Background: an optimization exercise with open tools, aiming at small area and a short achievable clock period. Do not read the settings as production practice. Only simulation tests tie the RTL to the original design; equivalence was not proved. Power figures rest on the tool's default switching activity, not on a simulated workload.

== umber ==
## FPM
module FPM(A, B, SUM, clk);
  input [31:0] A, B;
  input clk;
  output [31:0] SUM;
  wire       s0_sgn = A[31] ^ B[31];
  wire [7:0] s0_exp = A[30:23] + B[30:23] + 8'h81;
  wire n1 = A[1] & A[0];
  wire n2 = A[1] ^ A[0];
  wire n3 = A[2] & A[1];
  wire n4 = A[2] ^ A[1];
  wire n5 = A[3] & A[2];
  wire n6 = A[3] ^ A[2];
  wire n7 = A[4] & A[3];
  wire n8 = A[4] ^ A[3];
  wire n9 = A[5] & A[4];
  wire n10 = A[5] ^ A[4];
  wire n11 = A[6] & A[5];
  wire n12 = A[6] ^ A[5];
  wire n13 = A[7] & A[6];
  wire n14 = A[7] ^ A[6];
  wire n15 = A[8] & A[7];
  wire n16 = A[8] ^ A[7];
  wire n17 = A[9] & A[8];
  wire n18 = A[9] ^ A[8];
  wire n19 = A[10] & A[9];
  wire n20 = A[10] ^ A[9];
  wire n21 = A[11] & A[10];
  wire n22 = A[11] ^ A[10];
  wire n23 = A[12] & A[11];
  wire n24 = A[12] ^ A[11];
  wire n25 = A[13] & A[12];
  wire n26 = A[13] ^ A[12];
  wire n27 = A[14] & A[13];
  wire n28 = A[14] ^ A[13];
  wire n29 = A[15] & A[14];
  wire n30 = A[15] ^ A[14];
  wire n31 = A[16] & A[15];
  wire n32 = A[16] ^ A[15];
  wire n33 = A[17] & A[16];
  wire n34 = A[17] ^ A[16];
  wire n35 = A[18] & A[17];
  wire n36 = A[18] ^ A[17];
  wire n37 = A[19] & A[18];
  wire n38 = A[19] ^ A[18];
  wire n39 = A[20] & A[19];
  wire n40 = A[20] ^ A[19];
  wire n41 = A[21] & A[20];
  wire n42 = A[21] ^ A[20];
  wire n43 = A[22] & A[21];
  wire n44 = A[22] ^ A[21];
  wire n45 = 1'b1 & A[22];
  wire n46 = 1'b1 ^ A[22];
  wire n47 = n1 | (n2 & 1'b0);
  wire n48 = n2 & A[0];
  wire n49 = n3 | (n4 & n1);
  wire n50 = n4 & n2;
  wire n51 = n5 | (n6 & n3);
  wire n52 = n6 & n4;
  wire n53 = n7 | (n8 & n5);
  wire n54 = n8 & n6;
  wire n55 = n9 | (n10 & n7);
  wire n56 = n10 & n8;
  wire n57 = n11 | (n12 & n9);
  wire n58 = n12 & n10;
  wire n59 = n13 | (n14 & n11);
  wire n60 = n14 & n12;
  wire n61 = n15 | (n16 & n13);
  wire n62 = n16 & n14;
  wire n63 = n17 | (n18 & n15);
  wire n64 = n18 & n16;
  wire n65 = n19 | (n20 & n17);
  wire n66 = n20 & n18;
  wire n67 = n21 | (n22 & n19);
  wire n68 = n22 & n20;
  wire n69 = n23 | (n24 & n21);
  wire n70 = n24 & n22;
  wire n71 = n25 | (n26 & n23);
  ...
Size in the first run: ~2200 cells after synthesis.
export LEC_CHECK = 0
export CAP_MARGIN = 20
export CORE_MARGIN = 2
export CORE_UTILIZATION = 55
export CTS_CLUSTER_DIAMETER = 100
export CTS_CLUSTER_SIZE = 32
export SETUP_SLACK_MARGIN = 1.0
export SLEW_MARGIN = 20
export SYNTH_HIERARCHICAL = 1
export SYNTH_MINIMUM_KEEP_SIZE = 0
create_clock -name core_clock -period 3.0 [get_ports {clk}]
run.sh (not shown) runs the stock make flow with config.mk's settings and CLKGATE_MAP_FILE= SYNTH_SCRIPT=/design/flow/synth_recipe.tcl, a recipe that flattens the netlist after the stock synthesis.
Modified inputs, tundra compared to umber
# umber
export LEC_CHECK = 0
export CAP_MARGIN = 20
export CORE_MARGIN = 2
export CORE_UTILIZATION = 55
export CTS_CLUSTER_DIAMETER = 100
export CTS_CLUSTER_SIZE = 32
export SETUP_SLACK_MARGIN = 1.0
export SLEW_MARGIN = 20
export SYNTH_HIERARCHICAL = 1
export SYNTH_MINIMUM_KEEP_SIZE = 0
create_clock -name core_clock -period 3.0 [get_ports {clk}]
# tundra
export LEC_CHECK = 0
export CAP_MARGIN = 20
export CORE_MARGIN = 2
export CORE_UTILIZATION = 55
export CTS_CLUSTER_DIAMETER = 60
export CTS_CLUSTER_SIZE = 32
export SETUP_SLACK_MARGIN = 0.95
export SLEW_MARGIN = 20
export SYNTH_HIERARCHICAL = 1
export SYNTH_MINIMUM_KEEP_SIZE = 0
create_clock -name core_clock -period 3.0 [get_ports {clk}]
==> comparison <==
When tundra is measured against umber, its number of global-route vias before repair turns out 1.1% lower.
Between umber and tundra, the flow reports detailed-route wire length on metal 1 increasing slightly.
Looking at first-iteration DRC count, tundra sits 1.9% lower than umber does.
Relative to umber, estimated wirelength of the detail-placed design has decreased by 1.7% in tundra.
Global-route wire length before repair was lower in the run labelled tundra.
As far as total via count after detailed routing is concerned, umber and tundra perform about the same.
On setup slack: between tundra and umber, it ends up higher for umber.
Clock-buffer cell count was lower in umber than in tundra.
Per the comparison of tundra with umber, final cell count now larger, achievable clock frequency fell by 2.3%, routed wirelength normalized by instance count went down.

* * *

Starting RTL as in the previous note.
Settings: LEC_CHECK=0, CAP_MARGIN=20, CORE_MARGIN=2, CORE_UTILIZATION=55, CTS_CLUSTER_DIAMETER=100, CTS_CLUSTER_SIZE=32, SETUP_SLACK_MARGIN=0.95, SLEW_MARGIN=20, SYNTH_HIERARCHICAL=1, SYNTH_MINIMUM_KEEP_SIZE=0; clock period 3.0 ns.
Then changed:
Settings changed: CORE_UTILIZATION 55 to 65, PLACE_DENSITY set to 0.8.
The changed run finished clean.
Worst hold slack is better by 19 ps.
Routed wire length falls by 1.5%.
Power rises by 0.40%.
Clock power falls by about 6%.
Core utilization rises by 10 points.
Final area falls by about 0.6%.
Die area falls by about 15%.
Then changed:
Settings changed: ABC_AREA set to 1, CORE_UTILIZATION 65 to 55, PLACE_DENSITY 0.8 to not set.
Result: The changed run produced a clean layout. Area after synthesis goes up by a few percent. Worst setup slack degrades by 15 ps. Die area goes up by about a fifth. Global-route usage goes up by 0.51 points. Power goes up slightly. Non-clock buffer count goes up by 17. Count of clock-buffer cells in the layout goes up by 4. Synthesized cell count goes up by roughly a tenth. Clock power goes up by roughly a tenth. Cell area goes up by a few percent. Via count goes up by a few percent.
Then changed:
==> flow/flow/run.sh (new file) <==
#!/bin/bash
# Layout: the standard ORFS flow (standard.sh, unchanged synthesis and
# steps), except that the buffers global placement puts on the input and
# output ports are plain buffers (buf_2, resized later as timing needs)
# instead of the delay cell buffer_ports picks by default.
set -euo pipefail
cd "$(dirname "$0")/.."
export BUFFER_PORTS_ARGS="-buffer_cell sky130_fd_sc_hd__buf_2"
bash standard.sh > standard_flow.log 2>&1
==> flow/standard.sh (new file) <==
#!/bin/bash
# synth_recipe.tcl (not shown) runs the flow's synth.tcl, then flattens the netlist and writes it again
# the make line also repeats each setting of config.mk as NAME=value (left out here)
make -C /OpenROAD-flow-scripts/flow DESIGN_CONFIG=/design/flow/config.mk WORK_HOME=/design/flow/orfs CLKGATE_MAP_FILE= SYNTH_SCRIPT=/design/flow/synth_recipe.tcl "${@:-finish}"
Settings changed: ABC_AREA 1 to not set.
removed: flow/run.sh
=>
- The changed run finished clean
- global-route usage fell by 4.5 points
- register-to-register slack is better by 60 ps
- critical path depth rose by 6
- wire length fell by about a fifth
- area after synthesis fell by a few percent
- clock-buffer cell count fell by 1
- cell area fell by a few percent
- worst setup slack is better by 57 ps
- power fell slightly
- fmax rose by a few percent
- sequential share of layout area rose by 2.0 points
Then changed:
==> flow/run.sh (new file) <==
#!/bin/bash
# synth_recipe.tcl (not shown) runs the flow's synth.tcl, then flattens the netlist and writes it again
# the make line also repeats each setting of config.mk as NAME=value (left out here)
make -C /OpenROAD-flow-scripts/flow DESIGN_CONFIG=/design/flow/config.mk WORK_HOME=/design/flow/orfs CLKGATE_MAP_FILE= SYNTH_SCRIPT=/design/flow/synth_recipe.tcl finish
Settings changed: CTS_CLUSTER_DIAMETER 100 to not set, CTS_CLUSTER_SIZE 32 to not set.
removed: flow/flow/run.sh
removed: flow/standard.sh
What happened:
- sequential power hardly moves
- register-to-register slack barely changes
- via count is higher by 1.5%
- critical path depth is lower by 9
Then changed:
==> flow/flow/run.sh (new file) <==
#!/bin/bash
# Layout: the standard ORFS flow (standard.sh, unchanged synthesis and
# steps), except that the buffers global placement puts on the input and
# output ports are plain buffers (buf_1, resized later as timing needs)
# instead of the delay cell buffer_ports picks by default.
set -euo pipefail
cd "$(dirname "$0")/.."
export BUFFER_PORTS_ARGS="-buffer_cell sky130_fd_sc_hd__buf_2"
bash standard.sh > standard_flow.log 2>&1
==> flow/standard.sh (new file) <==
#!/bin/bash
# synth_recipe.tcl (not shown) runs the flow's synth.tcl, then flattens the netlist and writes it again
# the make line also repeats each setting of config.mk as NAME=value (left out here)
make -C /OpenROAD-flow-scripts/flow DESIGN_CONFIG=/design/flow/config.mk WORK_HOME=/design/flow/orfs CLKGATE_MAP_FILE= SYNTH_SCRIPT=/design/flow/synth_recipe.tcl "${@:-finish}"
Settings changed: CTS_CLUSTER_DIAMETER set to 100, CTS_CLUSTER_SIZE set to 32.
removed: flow/run.sh
=> Critical path depth climbs by 9. Global-route usage drops by 0.57 points. Cell area drops by 6.2%.

* * *

Setup of run 5:
Starting RTL as in the previous note.
Settings: LEC_CHECK=0, CAP_MARGIN=20, CORE_MARGIN=2, CORE_UTILIZATION=55, CTS_CLUSTER_DIAMETER=100, CTS_CLUSTER_SIZE=32, SETUP_SLACK_MARGIN=0.85, SLEW_MARGIN=20, SYNTH_HIERARCHICAL=1, SYNTH_MINIMUM_KEEP_SIZE=0; clock period 3.0 ns.
Stock flow here: none of the scripts above is used.
Edits applied to the flow inputs when going from run 5 to run 4:
Settings: CTS_CLUSTER_DIAMETER: 100 -> unset; SETUP_SLACK_MARGIN: 0.85 -> 0.95; CTS_CLUSTER_SIZE: 32 -> unset.
==> flow/flow/run.sh (new file) <==
#!/bin/bash
# Layout: the standard ORFS flow (standard.sh, unchanged synthesis and
# steps), except that the buffers global placement puts on the input and
# output ports are plain buffers (buf_1, resized later as timing needs)
# instead of the delay cell buffer_ports picks by default.
set -euo pipefail
cd "$(dirname "$0")/.."
export BUFFER_PORTS_ARGS="-buffer_cell sky130_fd_sc_hd__buf_1"
bash standard.sh > standard_flow.log 2>&1
==> flow/standard.sh (new file) <==
#!/bin/bash
# synth_recipe.tcl (not shown) runs the flow's synth.tcl, then flattens the netlist and writes it again
# the make line also repeats each setting of config.mk as NAME=value (left out here)
make -C /OpenROAD-flow-scripts/flow DESIGN_CONFIG=/design/flow/config.mk WORK_HOME=/design/flow/orfs CLKGATE_MAP_FILE= SYNTH_SCRIPT=/design/flow/synth_recipe.tcl "${@:-finish}"
removed: flow/run.sh
### Flow results
- Setup slack (lower): run 5
- Overall track demand over capacity in global routing up 0.47 points in run 4 wrt run 5
- On relative slew slack, the higher figure sits with run 4, not run 5.
- Going from run 5 to run 4, routability congestion estimate rose 0.54%, actual transition at the worst max-transition pin fell 95 ps.
- Looking at minimum clock period after layout, run 4 sits 32 ps lower than run 5 does.

* * *

FPM again, from the RTL that the note above started with.
export LEC_CHECK = 0
export CAP_MARGIN = 20
export CORE_MARGIN = 2
export CORE_UTILIZATION = 55
export CTS_CLUSTER_DIAMETER = 80
export CTS_CLUSTER_SIZE = 24
export SETUP_SLACK_MARGIN = 0.95
export SLEW_MARGIN = 20
export SYNTH_HIERARCHICAL = 1
export SYNTH_MINIMUM_KEEP_SIZE = 0
create_clock -name core_clock -period 3.0 [get_ports {clk}]
Stock flow here: none of the scripts above is used.
Edit:
==> flow/flow/run.sh (new file) <==
#!/bin/bash
# Layout: the standard ORFS flow (standard.sh, unchanged synthesis and
# steps), except that the buffers global placement puts on the input and
# output ports are plain buffers (buf_1, resized later as timing needs)
# instead of the delay cell buffer_ports picks by default.
set -euo pipefail
cd "$(dirname "$0")/.."
export BUFFER_PORTS_ARGS="-buffer_cell sky130_fd_sc_hd__buf_2"
bash standard.sh > standard_flow.log 2>&1
==> flow/standard.sh (new file) <==
#!/bin/bash
# synth_recipe.tcl (not shown) runs the flow's synth.tcl, then flattens the netlist and writes it again
# the make line also repeats each setting of config.mk as NAME=value (left out here)
make -C /OpenROAD-flow-scripts/flow DESIGN_CONFIG=/design/flow/config.mk WORK_HOME=/design/flow/orfs CLKGATE_MAP_FILE= SYNTH_SCRIPT=/design/flow/synth_recipe.tcl "${@:-finish}"
- CTS_CLUSTER_DIAMETER: 80 -> 90
- CTS_CLUSTER_SIZE: 24 -> 28
removed: flow/run.sh
The new run went through all stages and came out clean.
Global-route usage is lower by 0.13 points.
Design area is lower by 2.6%.
Area after synthesis stays the same.
Cell count shrinks by 0.48%.

* * *

Another version of the RTL of FPM (not shown whole).
Size: ~97 I/O pins, ~26000 um^2 of cells after synthesis.
==> flow/config.mk <==
export PLATFORM = sky130hd
export DESIGN_NAME = FPM
export DESIGN_NICKNAME = FPM
export VERILOG_FILES = /design/flow/design.v
export SDC_FILE = /design/flow/constraint.sdc
export NUM_CORES = 4
export LEC_CHECK = 0
export CAP_MARGIN = 20
export CORE_MARGIN = 2
export CORE_UTILIZATION = 62
export CTS_CLUSTER_DIAMETER = 100
export CTS_CLUSTER_SIZE = 32
export SETUP_SLACK_MARGIN = 0.95
export SLEW_MARGIN = 20
export SYNTH_HIERARCHICAL = 1
export SYNTH_MINIMUM_KEEP_SIZE = 0
==> flow/constraint.sdc <==
create_clock -name core_clock -period 3.0 [get_ports {clk}]
set_input_delay 0.6000 -clock core_clock [delete_from_list [all_inputs] [get_ports {clk}]]
set_output_delay 0.6000 -clock core_clock [all_outputs]
set_load 0.01 [all_outputs]
standard.sh (not shown) runs the stock make flow with config.mk's settings and CLKGATE_MAP_FILE= SYNTH_SCRIPT=/design/flow/synth_recipe.tcl, a recipe that flattens the netlist after the stock synthesis.
==> flow/flow/run.sh <==
#!/bin/bash
# Layout: the standard ORFS flow (standard.sh, unchanged synthesis and
# steps), except that the buffers global placement puts on the input and
# output ports are plain buffers (buf_2, resized later as timing needs)
# instead of the delay cell buffer_ports picks by default.
set -euo pipefail
cd "$(dirname "$0")/.."
export BUFFER_PORTS_ARGS="-buffer_cell sky130_fd_sc_hd__buf_2"
bash standard.sh > standard_flow.log 2>&1
The starting point went through all stages and came out clean.
Change:
- CORE_UTILIZATION: 62 -> 55
- CTS_CLUSTER_DIAMETER: 100 -> 90
- CTS_CLUSTER_SIZE: 32 -> 28
Effect:
- design area rises by 1.1%
- final cell count goes up by about 2.6%
- count of clock-buffer cells in the layout is higher by 8
- utilization fell by 6.6 points
- via count came out lower by 1.1%
- power went up by 2.4%
- routed wire length went up by 1.4%
- worst hold slack loses 0.022 ns
- die area came out higher by 12%
- setup slack improves by 0.0062 ns

==> separate check: timing with driven ports <==
The results above use ideal ports. As a check the final layouts listed here were re-extracted and re-timed, cells and wires unchanged.
Step 1 (the two cells are an assumption about what drives the block):
set clk [get_ports {clk}]
set_driving_cell -lib_cell sky130_fd_sc_hd__clkbuf_16 $clk
set_driving_cell -lib_cell sky130_fd_sc_hd__buf_2 [delete_from_list [all_inputs] $clk]
Step 2 moves the port delays by t, midway between the first and last clock arrival at a register: inputs arrive t later, outputs are due t later. That takes back most of the time a late clock gives input paths.
a / b / c = no drivers / after step 1 / after step 2; a / b = the first two.
run | shift t [ns] | slack for setup (ns) | hold slack, ns | cell pins on the clock port's net
umber | 0.655 | 0.995 / 1.004 / 0.349 | 0.109 / 0.088 / 0.335 | 1
tundra | 0.637 | 0.948 / 0.948 / 0.342 | 0.134 / 0.110 / 0.328 | 1
the first run of note 2 | 0.653 | 0.980 / 0.993 / 0.371 | 0.102 / 0.079 / 0.330 | 1
the second run of note 2 | 0.631 | 0.940 / 0.950 / 0.349 | 0.121 / 0.103 / 0.333 | 1
the third run of note 2 | 0.672 | 0.925 / 0.925 / 0.355 | 0.198 / 0.156 / 0.328 | 1
the fourth run of note 2 | 0.643 | 0.983 / 0.993 / 0.350 | 0.102 / 0.079 / 0.332 | 1
the fifth run of note 2 | 0.677 | 0.979 / 0.979 / 0.353 | 0.095 / 0.072 / 0.322 | 1
the sixth run of note 2 | 0.643 | 0.983 / 0.993 / 0.350 | 0.102 / 0.079 / 0.332 | 1
run 5 | 0.651 | 0.845 / 0.845 / 0.284 | 0.139 / 0.104 / 0.329 | 1
run 4 | 0.676 | 0.877 / 0.889 / 0.212 | 0.101 / 0.081 / 0.322 | 1
the first run of note 4 | 0.619 | 0.940 / 0.937 / 0.332 | 0.134 / 0.110 / 0.325 | 1
the second run of note 4 | 0.674 | 0.965 / 0.965 / 0.346 | 0.077 / 0.054 / 0.331 | 1
the first run of note 5 | 0.641 | 0.977 / 0.977 / 0.513 | 0.139 / 0.102 / 0.323 | 1
the second run of note 5 | 0.661 | 0.983 / 0.983 / 0.486 | 0.117 / 0.075 / 0.327 | 1
After both steps setup and hold are still met in every run listed. For run 4, which loses most, drivers alone change the setup slack by +0.012 ns; drivers and shift together by -0.665 ns.
